What follows belongs to an exercise in optimizing a design on an open flow for small area; a production flow would make more cautious choices.
At most, simulation tests tie the RTL to the original design; equivalence was not proved.

==> run D <==
==> flow/design.v <==
`timescale 1ns / 1ps
module pong(btns, auto, background, pclk, rst, hsync, vsync, red, green, blue);
    input wire pclk;
    input wire rst;
    input wire auto, background;
    input wire[3:0] btns;
    output wire hsync, vsync;
    output wire[4:0] red, blue;
    output wire[5:0] green;
    reg [10:0] q;
    reg [2:0]  m;
    reg [9:0]  hcount, vcount;
    reg [8:0]  paddle1_pos, paddle2_pos;
    reg [9:0]  ball_x;           
    reg [7:0]  ball_yh;          
    reg        vel_x, vel_y;     
    reg        miss;             
    genvar i;
    wire m0   = ~|m;
    wire step = ~|q & m0;                                           
    wire wrap = q[10] & q[9] & q[6] & q[5] & q[2] & q[1] & m[0];    
    wire [11:0] qc;
    wire [10:0] qn;
    assign qc[0] = m[2];
    generate for (i = 0; i < 11; i = i + 1) begin : g_q
        assign qn[i] = q[i] ^ qc[i];
        assign qc[i+1] = q[i] & qc[i];
    end endgenerate
    always @(posedge pclk) begin
        if (rst | wrap) begin
            q <= 0;
            m <= 0;
        end else begin
            m <= {m[1] & m[0], m[1] ^ m[0], ~m[0] & ~m[2]};
            q <= qn;
        end
    end
    wire hend = hcount[9] & hcount[8] & (&hcount[4:0]);    
    wire vend = vcount[9] & vcount[3];                     
    wire [10:0] hc, vc;
    wire [9:0] hn, vn;
    assign hc[0] = m0;
    assign vc[0] = m0 & hend;
    generate for (i = 0; i < 10; i = i + 1) begin : g_hv
        assign hn[i] = hcount[i] ^ hc[i];
        assign hc[i+1] = hcount[i] & hc[i];
        assign vn[i] = vcount[i] ^ vc[i];
        assign vc[i+1] = vcount[i] & vc[i];
    end endgenerate
    always @(posedge pclk) begin
        if (rst | (m0 & hend))
            hcount <= 0;
        else
            hcount <= hn;
        if (rst | (m0 & hend & vend))
            vcount <= 0;
        else
            vcount <= vn;
    end
    wire zone1 = ~vel_x & ~ball_x[9] & ~ball_x[8] & ~ball_x[7] & ~ball_x[6] &
                 ~ball_x[3] & ~ball_x[2] & ~ball_x[1] & ball_x[0];        
    wire zone2 = vel_x & ball_x[9] & ball_x[6] & (&ball_x[3:0]);          
    wire [8:0] pg = vel_x ? paddle2_pos : paddle1_pos;
    wire [8:0] ca, cb;       
    wire [7:0] ph = pg[8:1];
    assign ca[0] = 1'b0;
    generate for (i = 0; i < 8; i = i + 1) begin : g_lo
        assign ca[i+1] = (~ph[i] & ball_yh[i]) | (~(ph[i] ^ ball_yh[i]) & ca[i]);
    end endgenerate
    wire gt_lo = ca[8];
    wire [7:0] d;
    wire [8:0] bw;
    assign bw[0] = 1'b0;
    generate for (i = 0; i < 8; i = i + 1) begin : g_d
        assign d[i] = ball_yh[i] ^ ph[i] ^ bw[i];
        assign bw[i+1] = (~ball_yh[i] & ph[i]) | (~(ball_yh[i] ^ ph[i]) & bw[i]);
    end endgenerate
    wire hit = gt_lo & (d[7:5] == 3'b000) & ((d[4:0] < 5'd30) | ((d[4:0] == 5'd30) & pg[0]));
    wire zone = zone1 | zone2;
    wire wall = (~vel_y & ~|ball_yh) | (vel_y & (&ball_yh[7:5]) & (&ball_yh[3:1]));
    wire init = rst | miss;
    wire p1_top = paddle1_pos[8] & paddle1_pos[7] & paddle1_pos[5] & paddle1_pos[1] & paddle1_pos[0];
    wire p1_bot = ~|paddle1_pos;
    wire p2_top = paddle2_pos[8] & paddle2_pos[7] & paddle2_pos[5] &
                  (paddle2_pos[2] | (paddle2_pos[1] & paddle2_pos[0]));
    wire p2_bot = ~|paddle2_pos;
    wire p1_up = btns[0] & ~p1_top;
    wire p1_dn = btns[1] & ~p1_bot;
    wire p2_up = btns[2] & ~p2_top;
    wire p2_dn = btns[3] & ~p2_bot;
    wire [9:0] p1t, p2t;
    wire [8:0] p1n, p2n;
    assign p1t[0] = step & (p1_up | p1_dn);
    assign p2t[0] = step & (p2_up | p2_dn);
    generate for (i = 0; i < 9; i = i + 1) begin : g_p
        assign p1n[i] = paddle1_pos[i] ^ p1t[i];
        assign p1t[i+1] = p1t[i] & ~(paddle1_pos[i] ^ p1_up);
        assign p2n[i] = paddle2_pos[i] ^ p2t[i];
        assign p2t[i+1] = p2t[i] & ~(paddle2_pos[i] ^ p2_up);
    end endgenerate
    wire [10:0] bxt;
    wire [9:0] bxn;
    assign bxt[0] = step;
    generate for (i = 0; i < 10; i = i + 1) begin : g_bx
        assign bxn[i] = ball_x[i] ^ bxt[i];
        assign bxt[i+1] = bxt[i] & ~(ball_x[i] ^ vel_x);
    end endgenerate
    wire [8:0] byt;
    wire [7:0] byn;
    assign byt[0] = step;
    generate for (i = 0; i < 8; i = i + 1) begin : g_by
        assign byn[i] = ball_yh[i] ^ byt[i];
        assign byt[i+1] = byt[i] & ~(ball_yh[i] ^ vel_y);
    end endgenerate
    wire [7:0] yoff;
    wire [8:0] yb;
    assign yb[0] = 1'b0;
    generate for (i = 0; i < 8; i = i + 1) begin : g_yo
        localparam K = (8'd15 >> i) & 1;
        assign yoff[i] = ball_yh[i] ^ K[0] ^ yb[i];
        assign yb[i+1] = (~ball_yh[i] & (K[0] | yb[i])) | (K[0] & yb[i]);
    end endgenerate
    wire y_hi = (&ball_yh[7:5]) & (|ball_yh[4:1]);    
    wire y_lo = ~|ball_yh[7:4];                                                                                      
    wire [7:0] p2_auto = y_hi ? 8'd210 : y_lo ? 8'd1 : yoff;
    always @(posedge pclk) begin
        miss <= zone & ~hit;
        if (init) begin
            paddle1_pos <= 9'd200;
            paddle2_pos <= 9'd200;
            ball_x      <= 10'd316;
            ball_yh     <= 8'd105;
            vel_x       <= 1'b0;
            vel_y       <= 1'b1;
        end else begin
            if (zone & hit) vel_x <= ~vel_x;
            if (wall) vel_y <= ~vel_y;
            paddle1_pos <= p1n;
            paddle2_pos <= (step & auto) ? {p2_auto, 1'b0} : p2n;
            ball_x  <= bxn;
            ball_yh <= byn;
        end
    end
    assign hsync = hcount[9] | hcount[8] | hcount[7] | (hcount[6] & hcount[5]);    
    assign vsync = |vcount[9:1];                                                      
    wire v_in = (|vcount[9:5] | (&vcount[4:0])) & ~(&vcount[8:0]) & ~vcount[9];     
    wire h_in = (hcount >= 10'd144) && (hcount < 10'd784);
    wire vis  = v_in & h_in;
    wire pcol = ((hcount >= 10'd185) && (hcount <= 10'd193)) || ((hcount >= 10'd735) && (hcount <= 10'd743));
    wire [8:0] pd = hcount[9] ? paddle2_pos : paddle1_pos;
    wire [9:0] e;
    wire [10:0] eb;
    wire [9:0] pd32 = {1'b0, pd} + 10'd32;
    assign eb[0] = 1'b0;
    generate for (i = 0; i < 10; i = i + 1) begin : g_e
        assign e[i] = vcount[i] ^ pd32[i] ^ eb[i];
        assign eb[i+1] = (~vcount[i] & pd32[i]) | (~(vcount[i] ^ pd32[i]) & eb[i]);
    end endgenerate
    wire pad = pcol & ~eb[10] & ~|e[9:6] & ~(&e[5:3] & (e[2] | (e[1] & e[0])));
    wire [9:0] f;
    wire [10:0] fb;
    wire [9:0] bx145 = ball_x + 10'd145;
    assign fb[0] = 1'b0;
    generate for (i = 0; i < 10; i = i + 1) begin : g_f
        assign f[i] = hcount[i] ^ bx145[i] ^ fb[i];
        assign fb[i+1] = (~hcount[i] & bx145[i]) | (~(hcount[i] ^ bx145[i]) & fb[i]);
    end endgenerate
    wire bxon = ~fb[10] & ~|f[9:3] & ~(f[2] & (f[1] | f[0]));
    wire [8:0] g;
    wire [9:0] gb;
    wire [8:0] by16 = {1'b0, ball_yh} + 9'd16;
    assign gb[0] = 1'b0;
    generate for (i = 0; i < 9; i = i + 1) begin : g_g
        assign g[i] = vcount[i+1] ^ by16[i] ^ gb[i];
        assign gb[i+1] = (~vcount[i+1] & by16[i]) | (~(vcount[i+1] ^ by16[i]) & gb[i]);
    end endgenerate
    wire byon = ~gb[9] & ~|g[8:2] & (~g[1] | (~g[0] & ~vcount[0]));
    wire ball = bxon & byon;
    assign red   = {5{pad}};
    assign green = {6{vis & ball & ~pad}};
    assign blue  = {5{vis & ~ball & ~pad}};
endmodule
==> flow/flow/run.sh <==
#!/bin/bash
# Own layout flow: ORFS with an area-oriented synthesis (see synth.tcl), small
# port buffers and a clock tree of small buffers without dummy loads.
set -euo pipefail
cd "$(dirname "$0")/.."
W=$(pwd)
export MY_ABC_SCRIPT=$W/flow/abc.scr
make -C "$FLOW_HOME" DESIGN_CONFIG=$W/config.mk WORK_HOME=$W/orfs CLKGATE_MAP_FILE= \
  SYNTH_SCRIPT=$W/flow/synth.tcl ADDER_MAP_FILE= \
  "CTS_ARGS=-sink_clustering_enable -repair_clock_nets -dont_use_dummy_load -buf_list {sky130_fd_sc_hd__clkbuf_4 sky130_fd_sc_hd__clkbuf_8} -root_buf sky130_fd_sc_hd__clkbuf_8" \
  "BUFFER_PORTS_ARGS=-buffer_cell sky130_fd_sc_hd__buf_1" \
  finish > $W/make.log 2>&1
R=$W/orfs/results/sky130hd/pong/base
: # left out here: write the final layout as DEF
==> flow/flow/abc.scr <==
strash
&get -n
&deepsyn -T 30
&put
dch -f
amap
==> flow/flow/synth.tcl <==
# The standard flow's synthesis (synth_recipe.tcl) with two changes: no full/half-adder
# extraction (ADDER_MAP_FILE is cleared by run.sh) and an area-oriented ABC
# script in place of ORFS's. Registers are untouched by both.
proc synth {args} { yosys synth -nofsm -noshare {*}$args }
proc abc {args} {
  set i [lsearch -exact $args "-script"]
  if {$i >= 0 && [info exists ::env(MY_ABC_SCRIPT)]} { lset args [expr {$i+1}] $::env(MY_ABC_SCRIPT) }
  yosys abc {*}$args
}
source $::env(SCRIPTS_DIR)/synth.tcl
# left out here: clear keep_hierarchy, flatten, clean up, hide names made inside functions, write 1_2_yosys.v
==> flow/standard.sh <==
#!/bin/bash
# synth_recipe.tcl (not shown) runs the flow's synth.tcl, then flattens the netlist and writes it again
# the make line also repeats each setting of config.mk as NAME=value (left out here)
make -C /OpenROAD-flow-scripts/flow DESIGN_CONFIG=/design/flow/config.mk WORK_HOME=/design/flow/orfs CLKGATE_MAP_FILE= SYNTH_SCRIPT=/design/flow/synth_recipe.tcl "${@:-finish}"
==> flow/config.mk <==
export PLATFORM = sky130hd
export DESIGN_NAME = pong
export DESIGN_NICKNAME = pong
export VERILOG_FILES = /design/flow/design.v
export SDC_FILE = /design/flow/constraint.sdc
export NUM_CORES = 4
export LEC_CHECK = 0
export CAP_MARGIN = 20
export CORE_MARGIN = 2
export CORE_UTILIZATION = 40
export SLEW_MARGIN = 20
==> flow/constraint.sdc <==
create_clock -name core_clock -period 12.0 [get_ports {pclk}]
set_input_delay 2.4000 -clock core_clock [delete_from_list [all_inputs] [get_ports {pclk}]]
set_output_delay 2.4000 -clock core_clock [all_outputs]
set_load 0.01 [all_outputs]
==> inputs of run E, as changes to run D <==
==> flow/design.v (replaced) <==
`timescale 1ns / 1ps
module pong(btns, auto, background, pclk, rst, hsync, vsync, red, green, blue);
    input wire pclk;
    input wire rst;
    input wire auto, background;
    input wire[3:0] btns;
    output wire hsync, vsync;
    output wire[4:0] red, blue;
    output wire[5:0] green;
    reg [10:0] q;
    reg [2:0]  m;
    reg [9:0]  hcount, vcount;
    reg [8:0]  pad1, pad2;       
    reg [9:0]  ball_x;           
    reg [7:0]  ball_yh;          
    reg        vel_x, vel_y;     
    genvar i;
    wire m0   = ~|m;
    wire qz   = ~|q;
    wire step = qz & m0;                                            
    wire cnt2 = qz & m[1] & ~m[0];                                  
    wire wrap = q[10] & q[9] & q[6] & q[5] & q[2] & q[1] & m[0];    
    wire [11:0] qc;
    wire [10:0] qn;
    assign qc[0] = m[2];
    generate for (i = 0; i < 11; i = i + 1) begin : g_q
        assign qn[i] = q[i] ^ qc[i];
        assign qc[i+1] = q[i] & qc[i];
    end endgenerate
    always @(posedge pclk) begin
        if (rst | wrap) begin
            q <= 0;
            m <= 0;
        end else begin
            m <= {m[1] & m[0], m[1] ^ m[0], ~m[0] & ~m[2]};
            q <= qn;
        end
    end
    wire hend = hcount[9] & hcount[8] & (&hcount[4:0]);    
    wire vend = vcount[9] & vcount[3];                     
    wire [10:0] hc, vc;
    wire [9:0] hn, vn;
    assign hc[0] = m0;
    assign vc[0] = m0 & hend;
    generate for (i = 0; i < 10; i = i + 1) begin : g_hv
        assign hn[i] = hcount[i] ^ hc[i];
        assign hc[i+1] = hcount[i] & hc[i];
        assign vn[i] = vcount[i] ^ vc[i];
        assign vc[i+1] = vcount[i] & vc[i];
    end endgenerate
    always @(posedge pclk) begin
        if (rst | (m0 & hend))
            hcount <= 0;
        else
            hcount <= hn;
        if (rst | (m0 & hend & vend))
            vcount <= 0;
        else
            vcount <= vn;
    end
    wire zone1 = ~vel_x & ~ball_x[9] & ~ball_x[8] & ~ball_x[7] & ~ball_x[6] &
                 ~ball_x[3] & ~ball_x[2] & ~ball_x[1] & ball_x[0];        
    wire zone2 = vel_x & ball_x[9] & ball_x[6] & (&ball_x[3:0]);          
    wire zone  = zone1 | zone2;
    wire [8:0] pg = vel_x ? pad2 : pad1;
    wire [7:0] e;
    wire [8:0] eb;
    assign eb[0] = 1'b0;
    generate for (i = 0; i < 8; i = i + 1) begin : g_e
        assign e[i] = ball_yh[i] ^ pg[i+1] ^ eb[i];
        assign eb[i+1] = (~ball_yh[i] & pg[i+1]) | (~(ball_yh[i] ^ pg[i+1]) & eb[i]);
    end endgenerate
    wire hit = ((&e[7:4]) & (|e[3:1])) |                                
               (~|e[7:4] & (~(&e[3:0]) | pg[0]));                       
    wire restore = zone & ~hit & cnt2;
    wire wall = (~vel_y & ~|ball_yh) | (vel_y & (&ball_yh[7:5]) & (&ball_yh[3:1]));
    wire init = rst | restore;
    wire p1_top = pad1[8] & pad1[7] & pad1[6] & pad1[0];                
    wire p1_bot = ~pad1[8] & ~pad1[7] & ~pad1[6] & ~pad1[5] & ~pad1[0];  
    wire p2_top = pad2[8] & pad2[7] & pad2[6] & (pad2[1] | pad2[0]);    
    wire p2_bot = ~pad2[8] & ~pad2[7] & ~pad2[6] & ~pad2[5] & ~pad2[0];  
    wire p1_up = btns[0] & ~p1_top;
    wire p1_dn = btns[1] & ~p1_bot;
    wire p2_up = btns[2] & ~p2_top;
    wire p2_dn = btns[3] & ~p2_bot;
    wire [9:0] p1t, p2t;
    wire [8:0] p1n, p2n;
    assign p1t[0] = step & (p1_up | p1_dn);
    assign p2t[0] = step & (p2_up | p2_dn);
    generate for (i = 0; i < 9; i = i + 1) begin : g_p
        assign p1n[i] = pad1[i] ^ p1t[i];
        assign p1t[i+1] = p1t[i] & ~(pad1[i] ^ p1_up);
        assign p2n[i] = pad2[i] ^ p2t[i];
        assign p2t[i+1] = p2t[i] & ~(pad2[i] ^ p2_up);
    end endgenerate
    wire [10:0] bxt;
    wire [9:0] bxn;
    assign bxt[0] = step;
    generate for (i = 0; i < 10; i = i + 1) begin : g_bx
        assign bxn[i] = ball_x[i] ^ bxt[i];
        assign bxt[i+1] = bxt[i] & ~(ball_x[i] ^ vel_x);
    end endgenerate
    wire [8:0] byt;
    wire [7:0] byn;
    assign byt[0] = step;
    generate for (i = 0; i < 8; i = i + 1) begin : g_by
        assign byn[i] = ball_yh[i] ^ byt[i];
        assign byt[i+1] = byt[i] & ~(ball_yh[i] ^ vel_y);
    end endgenerate
    wire y_lo = ~|ball_yh[7:4];                          
    wire y_hi = (&ball_yh[7:5]) & (|ball_yh[4:1]);       
    wire [7:0] p2_auto = y_lo ? 8'd16 : y_hi ? 8'd225 : ball_yh;
    always @(posedge pclk) begin
        if (init) begin
            pad1    <= 9'd230;
            pad2    <= 9'd230;
            ball_x  <= 10'd316;
            ball_yh <= 8'd105;
            vel_x   <= 1'b0;
            vel_y   <= 1'b1;
        end else begin
            if (zone & hit) vel_x <= ~vel_x;
            if (wall) vel_y <= ~vel_y;
            pad1    <= p1n;
            pad2    <= (step & auto) ? {p2_auto, 1'b0} : p2n;
            ball_x  <= bxn;
            ball_yh <= byn;
        end
    end
    assign hsync = hcount[9] | hcount[8] | hcount[7] | (hcount[6] & hcount[5]);    
    assign vsync = |vcount[9:1];                                                      
    wire v_in = (|vcount[9:5] | (&vcount[4:0])) & ~(&vcount[8:0]) & ~vcount[9];     
    wire h_in = (hcount >= 10'd144) && (hcount < 10'd784);
    wire vis  = v_in & h_in;
    wire pcol = ((hcount >= 10'd185) && (hcount <= 10'd193)) || ((hcount >= 10'd735) && (hcount <= 10'd743));
    wire [8:0] pd = hcount[9] ? pad2 : pad1;
    wire [9:0] d, pdx;
    wire [10:0] db;
    assign pdx = {1'b0, pd};
    assign db[0] = 1'b0;
    generate for (i = 0; i < 10; i = i + 1) begin : g_d
        assign d[i] = vcount[i] ^ pdx[i] ^ db[i];
        assign db[i+1] = (~vcount[i] & pdx[i]) | (~(vcount[i] ^ pdx[i]) & db[i]);
    end endgenerate
    wire pad = pcol & ~|d[9:6] & (|d[5:1]) & ~(&d[5:2] & (d[1] | d[0]));
    wire [9:0] f;
    wire [10:0] fb;
    assign fb[0] = 1'b0;
    generate for (i = 0; i < 10; i = i + 1) begin : g_f
        assign f[i] = hcount[i] ^ ball_x[i] ^ fb[i];
        assign fb[i+1] = (~hcount[i] & ball_x[i]) | (~(hcount[i] ^ ball_x[i]) & fb[i]);
    end endgenerate
    wire bxon = (f[9:3] == 7'b0010010) & (|f[2:0]) & ~(f[2] & f[1]);
    wire [8:0] g, yx;
    wire [9:0] gb;
    assign yx = {1'b0, ball_yh};
    assign gb[0] = 1'b0;
    generate for (i = 0; i < 9; i = i + 1) begin : g_g
        assign g[i] = vcount[i+1] ^ yx[i] ^ gb[i];
        assign gb[i+1] = (~vcount[i+1] & yx[i]) | (~(vcount[i+1] ^ yx[i]) & gb[i]);
    end endgenerate
    wire byon = (g[8:2] == 7'b0000100) & (~g[1] | (~g[0] & ~vcount[0]));
    wire ball = bxon & byon;
    assign red   = {5{pad}};
    assign green = {6{vis & ball & ~pad}};
    assign blue  = {5{vis & ~ball & ~pad}};
endmodule
==> results.cfg <==
[floorplan]
initial_utilization_pct = 40.7

[synthesis]
synth_area_um2 = 4380
synthXorXnorAreaFrac_pct = 0
synth-simple-area-share_pct = 25.6

[run_status]
status = finished clean

[sta]
slew_headroom_pct = 39.0

[placed_design]
gp_congestion = 0.916
(the above is from run D)
==> results.cfg <==
[run_status]
status = finished clean

[synthesis]
synthXorXnorAreaFrac_pct = 0.201
synth_area_um2 = 4360
synth-simple-area-share_pct = 25.8

[power]
powerDensity_nw_per_um2 = 115

[sta]
slew_headroom_pct = 40.1

[layout]
nMultiInputCombCells = 467

[floorplan]
initial_utilization_pct = 40.6
(the above is from run E)
For run D, only the layout was checked, not whether the RTL still works.

what the ideal ports hide:
The flow's constraints put no driver on any port. The routed layouts listed below were extracted and timed again, unchanged, in two steps.
Step 1, drivers: a clkbuf_16 drives pclk and a buf_2 each remaining input, both assumed.
Step 2 adds t to the input delays and takes it off the output delays; t is the mean of the earliest and latest rising clock arrival at the registers after step 1. Input paths then give back, and output paths get back, about the clock's delay inside the block.
Slacks: no drivers / after step 1 / after step 2; pairs: no drivers / after step 1.
| run | t (ns) | setup slack, ns | latest minus earliest clock arrival (ns) | worst register clock-pin slew, ns |
|---|---|---|---|---|
| run D | 0.380 | 5.488 / 5.457 / 5.836 | 0.019 / 0.019 | 0.08 / 0.08 |
| run E | 0.389 | 5.245 / 5.212 / 5.601 | 0.018 / 0.018 | 0.08 / 0.08 |
After both steps every run listed still meets setup and hold.
